From an optimization exercise on the open Yosys and OpenROAD flow, aimed at small area; shortcuts taken in it are not production practice. In this exercise RTL edits were held to simulation tests only and were not proved equivalent to the original. No activity file was given, so power comes from the tool's default toggle rates. No driver is modelled on the clock port, so clocking that relies on it looks cheaper here than on a real chip.

Design filters, start of the top module:
module filters
(
	CLK,
	RST,
	HSync,
	VDE,
	Display,
	RGBin,
	Threshold,
	ProcessOut,
	DisplayOut
);
Size: ~3100 cells after synthesis, roughly 1300 flip-flops, about 67 I/O pins.
export LEC_CHECK = 0
export CAP_MARGIN = 10
export CORE_MARGIN = 2
export CORE_UTILIZATION = 70
export PLACE_DENSITY = 0.8
export SLEW_MARGIN = 10
create_clock -name core_clock -period 12.0 [get_ports {CLK}]
standard.sh (not shown) runs the stock make flow with config.mk's settings and CLKGATE_MAP_FILE= SYNTH_SCRIPT=/design/flow/synth_recipe.tcl, a recipe that flattens the netlist after the stock synthesis.
==> flow/flow/run.sh <==
#!/bin/bash
# The standard layout (standard.sh) with two changes:
#  - the ports are buffered with the smallest buffer cell, buf_1, instead of
#    the cell buffer_ports picks by default;
#  - clock tree synthesis puts up to 33 flip-flops (within 90 um) on each
#    leaf clkbuf_16, uses clkbuf_8 for the root and the few buffers above
#    the leaves, and inserts no dummy loads.
# make's full output goes to standard.log in this folder; ORFS writes each
# step's own log under orfs/logs/.
set -euo pipefail
export BUFFER_PORTS_ARGS="-buffer_cell sky130_fd_sc_hd__buf_1"
export CTS_ARGS="-sink_clustering_enable -repair_clock_nets -buf_list sky130_fd_sc_hd__clkbuf_16 -sink_clustering_size 33 -sink_clustering_max_diameter 90 -root_buf sky130_fd_sc_hd__clkbuf_8 -tree_buf sky130_fd_sc_hd__clkbuf_8 -dont_use_dummy_load"
bash standard.sh > standard.log 2>&1
The starting point produced a clean layout.
Then changed:
--- a/flow/flow/run.sh
+++ b/flow/flow/run.sh
@@ -2 +2,3 @@
-# The standard layout (standard.sh) with two changes:
+# The standard layout (standard.sh) with three changes:
+#  - after the standard synthesis, the combinational logic is mapped again
+#    by ABC for area (flow/reopt.tcl); the flip-flops are left as they are;
@@ -8,2 +10,2 @@
-# make's full output goes to standard.log in this folder; ORFS writes each
-# step's own log under orfs/logs/.
+# Each tool's full output goes to a log file in this folder (synth.log,
+# reopt.log, standard.log); ORFS writes each step's own log under orfs/logs/.
@@ -12,0 +15,12 @@
+bash standard.sh synth > synth.log 2>&1
+R=orfs/results/$FLOW_PLATFORM/filters/base
+cp $R/1_2_yosys.v standard_synth.v
+export REOPT_LIB=$FLOW_HOME/platforms/$FLOW_PLATFORM/lib/sky130_fd_sc_hd__tt_025C_1v80.lib
+export REOPT_IN=$PWD/standard_synth.v
+export REOPT_OUT=$PWD/reopt.v
+export REOPT_ABC=$PWD/flow/area.abc
+export DONT_USE_CELLS="$(sed -n '/DONT_USE_CELLS += /,/^#/p' $FLOW_HOME/platforms/$FLOW_PLATFORM/config.mk | grep -o 'sky130_fd_sc_hd__[a-z0-9_]*' | tr '\n' ' ')"
+yosys -c flow/reopt.tcl > reopt.log 2>&1
+cp reopt.v $R/1_2_yosys.v
+touch $R/1_2_yosys.v
+rm -f $R/1_synth.odb $R/1_synth.sdc
==> flow/flow/area.abc (new file) <==
strash; balance; rewrite; refactor; balance; rewrite; rewrite -z; balance; refactor -z; rewrite -z; balance; dch -f; amap; topo
==> flow/flow/reopt.tcl (new file) <==
# Re-map the combinational logic of the standard synthesis netlist for area.
# Flip-flops (names, cells and connections), full adders and the line-buffer
# gates are kept as they are; every other cell is read as its liberty
# function and mapped again by ABC with an area-oriented script.
yosys -import
set lib $::env(REOPT_LIB)
set dont_use {}
foreach c $::env(DONT_USE_CELLS) { lappend dont_use -dont_use $c }
read_liberty -ignore_miss_func -overwrite $lib
read_verilog $::env(REOPT_IN)
hierarchy -top $::env(FLOW_TOP)
setattr -mod -set keep_hierarchy 1 sky130_fd_sc_hd__dfxtp_1 sky130_fd_sc_hd__fa_1 sky130_fd_sc_hd__ha_1 sky130_fd_sc_hd__o22ai_1 sky130_fd_sc_hd__conb_1
flatten
yosys rename -hide w:_*_.*
opt_clean -purge
select -module $::env(FLOW_TOP)
abc -liberty $lib {*}$dont_use -script $::env(REOPT_ABC)
select -clear
read_liberty -lib -overwrite $lib
opt_clean -purge
splitnets
opt_clean -purge
hilomap -singleton -hicell sky130_fd_sc_hd__conb_1 HI -locell sky130_fd_sc_hd__conb_1 LO
insbuf -buf sky130_fd_sc_hd__buf_4 A X
check
stat -liberty $lib
write_verilog -noattr -noexpr -nohex -nodec $::env(REOPT_OUT)
Result: The changed run produced a clean layout. Count of clock-buffer cells in the layout stays the same. Utilization goes up by 1.8 points. Die area went down by 3.3%. Area after synthesis decreases by 3.4%.
Then changed:
--- a/flow/flow/run.sh
+++ b/flow/flow/run.sh
@@ -11 +11 @@
-# reopt.log, standard.log); ORFS writes each step's own log under orfs/logs/.
+# reopt.log, equiv.log, standard.log); ORFS writes each step's own log under orfs/logs/.
@@ -23,4 +23,7 @@
-yosys -c flow/reopt.tcl > reopt.log 2>&1
-cp reopt.v $R/1_2_yosys.v
-touch $R/1_2_yosys.v
-rm -f $R/1_synth.odb $R/1_synth.sdc
+# The re-mapped netlist replaces the standard one only if it is proven
+# equivalent to it (flow/equiv.tcl).
+if yosys -c flow/reopt.tcl > reopt.log 2>&1 && yosys -c flow/equiv.tcl > equiv.log 2>&1; then
+  cp reopt.v $R/1_2_yosys.v
+  touch $R/1_2_yosys.v
+  rm -f $R/1_synth.odb $R/1_synth.sdc
+fi
==> flow/flow/area.abc (replaced) <==
strash; &get -n; &deepsyn -T 60; &put; dch -f; amap; topo
==> flow/flow/equiv.tcl (new file) <==
# Prove that the re-mapped netlist (REOPT_OUT) does what the standard
# synthesis netlist (REOPT_IN) does: both are read with the liberty cell
# functions, and their flip-flops are paired by name.
yosys -import
set lib $::env(REOPT_LIB)
read_liberty -ignore_miss_func $lib
read_verilog $::env(REOPT_IN)
yosys rename $::env(FLOW_TOP) gold
read_verilog $::env(REOPT_OUT)
yosys rename $::env(FLOW_TOP) gate
flatten gold gate
opt_clean
equiv_make gold gate equiv
hierarchy -top equiv
equiv_simple -seq 2
equiv_induct
equiv_status -assert
--- a/flow/flow/reopt.tcl
+++ b/flow/flow/reopt.tcl
@@ -13,0 +14 @@
+simplemap
Outcome: Fmax shrinks slightly. Wire length shrinks slightly. Via count is about the same. Flip-flop and latch count stays the same. Global-route usage shrinks by 0.26 points. Clock skew grows by 0.036 ns. Final cell count hardly moves. Combinational power grows to 4.6 times its value. Power grows by about a fifth.
Then changed:
--- a/flow/flow/run.sh
+++ b/flow/flow/run.sh
@@ -12,0 +13 @@
+export RECOVER_POWER=100
Outcome:
- Now the flow reached the layout checks and failed them: capacitance limit, slew limit
- routed wire length hardly moves
- synthesized area is unchanged
- worst setup slack gets better by 0.037 ns
- synthesized cell count stays the same
- die area is unchanged
- non-clock buffer count does not change
- worst hold slack hardly moves
- clock power barely changes
- utilization shrinks by 0.12 points

* * *

The RTL this note starts from:
==> flow/design.v <==
module mkGreyscale(rgb_in, gry_out);
  input  [23 : 0] rgb_in;
  output [7 : 0] gry_out;
  wire [7 : 0] r = rgb_in[23:16], g = rgb_in[15:8], b = rgb_in[7:0];
  wire [8 : 0] c1, c2;
  wire [7 : 0] s1, s2;
  assign c1[1] = g[0] & b[0];
  genvar i;
  generate
    for (i = 1; i < 8; i = i + 1) begin : add1
      assign s1[i]   = g[i] ^ b[i] ^ c1[i];
      assign c1[i+1] = (g[i] & b[i]) | (c1[i] & (g[i] ^ b[i]));
    end
  endgenerate
  wire [7 : 0] h = {c1[8], s1[7:1]};
  assign c2[1] = h[0] & r[0];
  generate
    for (i = 1; i < 8; i = i + 1) begin : add2
      assign s2[i]   = h[i] ^ r[i] ^ c2[i];
      assign c2[i+1] = (h[i] & r[i]) | (c2[i] & (h[i] ^ r[i]));
    end
  endgenerate
  assign gry_out = {c2[8], s2[7:1]};
endmodule
module mkThreshold(gry_in, threshold, bin_out);
  input  [7 : 0] gry_in;
  input  [7 : 0] threshold;
  output bin_out;
  wire [8 : 0] c;
  assign c[0] = 1'b1;
  genvar i;
  generate
    for (i = 0; i < 8; i = i + 1) begin : cmp
      assign c[i+1] = (gry_in[i] & ~threshold[i]) | (c[i] & (gry_in[i] | ~threshold[i]));
    end
  endgenerate
  assign bin_out = c[8];
endmodule
module mkBlur(CLK, RST_N, ready, seen, working, sh, sh_n, phase, bin_in, blur_out);
  input  CLK;
  input  RST_N;
  input  ready;
  input  seen;
  input  working;
  input  sh;
  input  sh_n;
  input  phase;
  input  bin_in;
  output [3 : 0] blur_out;
  reg [638 : 0] lastRow;
  reg [1 : 0]   lastPxl;
  wire row_bit = sh && seen && (lastRow[638] ^ phase);
  assign blur_out = working ? { row_bit, lastPxl, bin_in } :
                    ready   ? {4{bin_in}} : 4'd0;
  always @(posedge CLK)
  begin
    lastRow <= ~((lastRow | {639{sh}}) &
                 ({lastRow[637 : 0], bin_in ^ phase} | {639{sh_n}}));
    if (!RST_N)
      lastPxl <= 2'd0;
    else if (working)
      lastPxl <= { bin_in, lastPxl[1] };
  end
endmodule
module mkEdge(CLK, ready, seen, working, sh, sh_n, phase, vde, bin_in, bin_out);
  input  CLK;
  input  ready;
  input  seen;
  input  working;
  input  sh;
  input  sh_n;
  input  phase;
  input  vde;
  input  bin_in;
  output bin_out;
  reg [638 : 0] lastRow;
  wire row_bit = sh && seen && (lastRow[638] ^ phase);
  assign bin_out = ready && (working ? (vde && row_bit && !bin_in) : bin_in);
  always @(posedge CLK)
    lastRow <= ~((lastRow | {639{sh}}) &
                 ({lastRow[637 : 0], bin_in ^ phase} | {639{sh_n}}));
endmodule
module mkMix(CLK,
	     RST_N,
	     bin_in,
	     rgb_in,
	     rgb_out);
  input  CLK;
  input  RST_N;
  input  bin_in;
  input  [23 : 0] rgb_in;
  output [23 : 0] rgb_out;
  wire [23 : 0] rgb_out;
  wire [7 : 0] blue__wget, green__wget, red__wget;
  assign rgb_out = { red__wget, green__wget, blue__wget } ;
  assign red__wget = bin_in ? 8'd255 : { 2'd0, rgb_in[23:18] } ;
  assign green__wget = bin_in ? 8'd255 : { 2'd0, rgb_in[15:10] } ;
  assign blue__wget = bin_in ? 8'd255 : { 2'd0, rgb_in[7:2] } ;
endmodule   
module filters
(
	CLK,
	RST,
	HSync,
	VDE,
	Display,
	RGBin,
	Threshold,
	ProcessOut,
	DisplayOut
);
input         CLK;
input         RST;
input         HSync;
input         VDE;
input  [ 5:0] Display;
input  [23:0] RGBin;
input  [ 7:0] Threshold;
output        ProcessOut;
output [23:0] DisplayOut;
	wire [ 7:0] greyOut;
	wire        thresh1Out;
	wire [ 3:0] blur4;
	wire [ 7:0] blurOut = {2{blur4}};
	wire        thresh2Out = &blur4;
	wire        edgeOut;
	wire [23:0] mixOut;
	reg hSyncLast, hSyncLast2, hClk;
	always @(posedge CLK)
	begin
		hSyncLast  <= VDE;
		hSyncLast2 <= hSyncLast;
		hClk       <= hSyncLast && !hSyncLast2;
	end
	localparam [9:0] X0   = 10'b0000000001;
	localparam [9:0] X320 = 10'b1001100000;
	localparam [9:0] X959 = 10'b0000111000;
	localparam [9:0] X960 = 10'b0001110000;
	localparam [9:0] X961 = 10'b0011100001;
	reg        seen, working, sh, sh_n, phase;
	reg  [9:0] x;
	wire       ready   = |x;
	wire       at320   = x == X320;
	wire       at959   = x == X959;
	wire       at960   = x == X960;
	wire [9:0] x_next  = hClk ? X0 : (x == X961) ? x : {x[8:0], x[9] ^ x[6]};
	wire       sh_next = at320 || (sh && !at959);
	always @(posedge CLK)
	begin
		if (!RST) begin
			seen    <= 1'b0;
			working <= 1'b0;
			sh      <= 1'b0;
			sh_n    <= 1'b1;
			phase   <= 1'b0;
			x       <= 10'd0;
		end else begin
			if (hClk && ready) seen <= 1'b1;
			if (at960) working <= 1'b0;
			else if (at320) working <= 1'b1;
			sh      <= sh_next;
			sh_n    <= !sh_next;
			phase   <= !phase;
			x       <= x_next;
		end
	end
	wire s54   = Display[5] | Display[4];
	wire s3    = !s54 && Display[3];
	wire s2    = !s54 && !Display[3] && Display[2];
	wire s1    = !s54 && !Display[3] && !Display[2] && Display[1];
	wire s0    = !s54 && !Display[3] && !Display[2] && !Display[1] && Display[0];
	wire snone = !s54 && !Display[3] && !Display[2] && !Display[1] && !Display[0];
	wire       common = (s54 && edgeOut) || (s3 && thresh2Out) || (s1 && thresh1Out);
	wire [7:0] chan   = {8{common}} | ({8{s2}} & blurOut) | ({8{s0}} & greyOut);
	assign ProcessOut = chan[7] || (snone && greyOut[7]);
	assign DisplayOut = {3{chan}} | ({24{snone}} & RGBin) |
	                    ({24{Display[5]}} & {2'b00, RGBin[23:18], 2'b00, RGBin[15:10], 2'b00, RGBin[7:2]});
	mkGreyscale Greyscale (
		.rgb_in     (RGBin),
		.gry_out    (greyOut)
	);
	mkThreshold Threshold1 (
		.threshold  (Threshold),
		.gry_in     (greyOut),
		.bin_out    (thresh1Out)
	);
	mkBlur Blur (
		.CLK        (CLK),
		.RST_N      (RST),
		.ready      (ready),
		.seen       (seen),
		.working    (working),
		.sh         (sh),
		.sh_n       (sh_n),
		.phase      (phase),
		.bin_in     (thresh1Out),
		.blur_out   (blur4)
	);
	mkEdge Edge (
		.CLK        (CLK),
		.ready      (ready),
		.seen       (seen),
		.working    (working),
		.sh         (sh),
		.sh_n       (sh_n),
		.phase      (phase),
		.vde        (VDE),
		.bin_in     (thresh2Out),
		.bin_out    (edgeOut)
	);
	mkMix Mix (
		.bin_in     (edgeOut),
		.rgb_in     (RGBin),
		.rgb_out    (mixOut)
	);
endmodule
export LEC_CHECK = 0
export CAP_MARGIN = 0
export CORE_MARGIN = 2
export CORE_UTILIZATION = 70
export PLACE_DENSITY = 0.8
export SLEW_MARGIN = 0
create_clock -name core_clock -period 12.0 [get_ports {CLK}]
==> flow/flow/run.sh <==
#!/bin/bash
set -euo pipefail
export BUFFER_PORTS_ARGS="-buffer_cell sky130_fd_sc_hd__buf_1"
export CTS_ARGS="-sink_clustering_enable -repair_clock_nets -dont_use_dummy_load -buf_list sky130_fd_sc_hd__clkbuf_16 -sink_clustering_size 33 -sink_clustering_max_diameter 90"
bash standard.sh > standard.log 2>&1
Rerun with:
==> flow/run.sh (new file) <==
#!/bin/bash
# synth_recipe.tcl (not shown) runs the flow's synth.tcl, then flattens the netlist and writes it again
# the make line also repeats each setting of config.mk as NAME=value (left out here)
make -C /OpenROAD-flow-scripts/flow DESIGN_CONFIG=/design/flow/config.mk WORK_HOME=/design/flow/orfs CLKGATE_MAP_FILE= SYNTH_SCRIPT=/design/flow/synth_recipe.tcl finish
--- a/flow/config.mk
+++ b/flow/config.mk
@@ -8 +8 @@
-export CAP_MARGIN = 0
+export CAP_MARGIN = 20
@@ -10,0 +11,3 @@
+export CTS_BUF_LIST = sky130_fd_sc_hd__clkbuf_16
+export CTS_CLUSTER_DIAMETER = 80
+export CTS_CLUSTER_SIZE = 30
@@ -12 +15 @@
-export SLEW_MARGIN = 0
+export SLEW_MARGIN = 20
removed: flow/flow/run.sh
removed: flow/standard.sh
Effect: Hold slack improved by 0.012 ns; final area rose by about 1.8%; via count rose by about 0.4%; power rose by about 2.4%; critical path depth does not change; clock power rose by about 7%; area after synthesis does not change; global-route usage rose by 0.38 points; non-clock buffer count rose by 3; cell count rose by about 0.34%.

-- separate check: timing with driven ports --
Ports are ideal in the flow. The routed layouts listed here were re-timed in OpenROAD.
Step 1 (the two cells are an assumption about what drives the block):
set clk [get_ports {CLK}]
set_driving_cell -lib_cell sky130_fd_sc_hd__clkbuf_16 $clk
set_driving_cell -lib_cell sky130_fd_sc_hd__buf_2 [delete_from_list [all_inputs] $clk]
Step 2, shift: input delay + t, output delay - t, t = (earliest + latest rising clock arrival at the registers) / 2. This alone moves slack from input paths to output paths.
Slacks: ideal / step 1 / step 2; pairs: ideal / step 1.
| run | t (ns) | setup slack, ns | latest minus earliest clock arrival (ns) | pins driven straight from the clock port |
|---|---|---|---|---|
| the first run of note 1 | 0.743 | 1.351 / 1.321 / 1.321 | 0.080 / 0.080 | 1 |
| the second run of note 1 | 0.760 | 0.657 / 0.635 / 0.635 | 0.087 / 0.087 | 1 |
| the third run of note 1 | 0.754 | 0.596 / 0.572 / 0.572 | 0.091 / 0.091 | 1 |
| the fourth run of note 1 | 0.755 | 0.633 / 0.609 / 0.609 | 0.091 / 0.092 | 1 |
| the first run of note 2 | 0.645 | 1.386 / 1.353 / 1.353 | 0.064 / 0.065 | 1 |
| the second run of note 2 | 0.670 | 0.675 / 0.640 / 0.640 | 0.023 / 0.024 | 1 |
For the second run of note 2, which loses most, drivers alone change the setup slack by -0.035 ns; drivers and shift together by -0.035 ns.
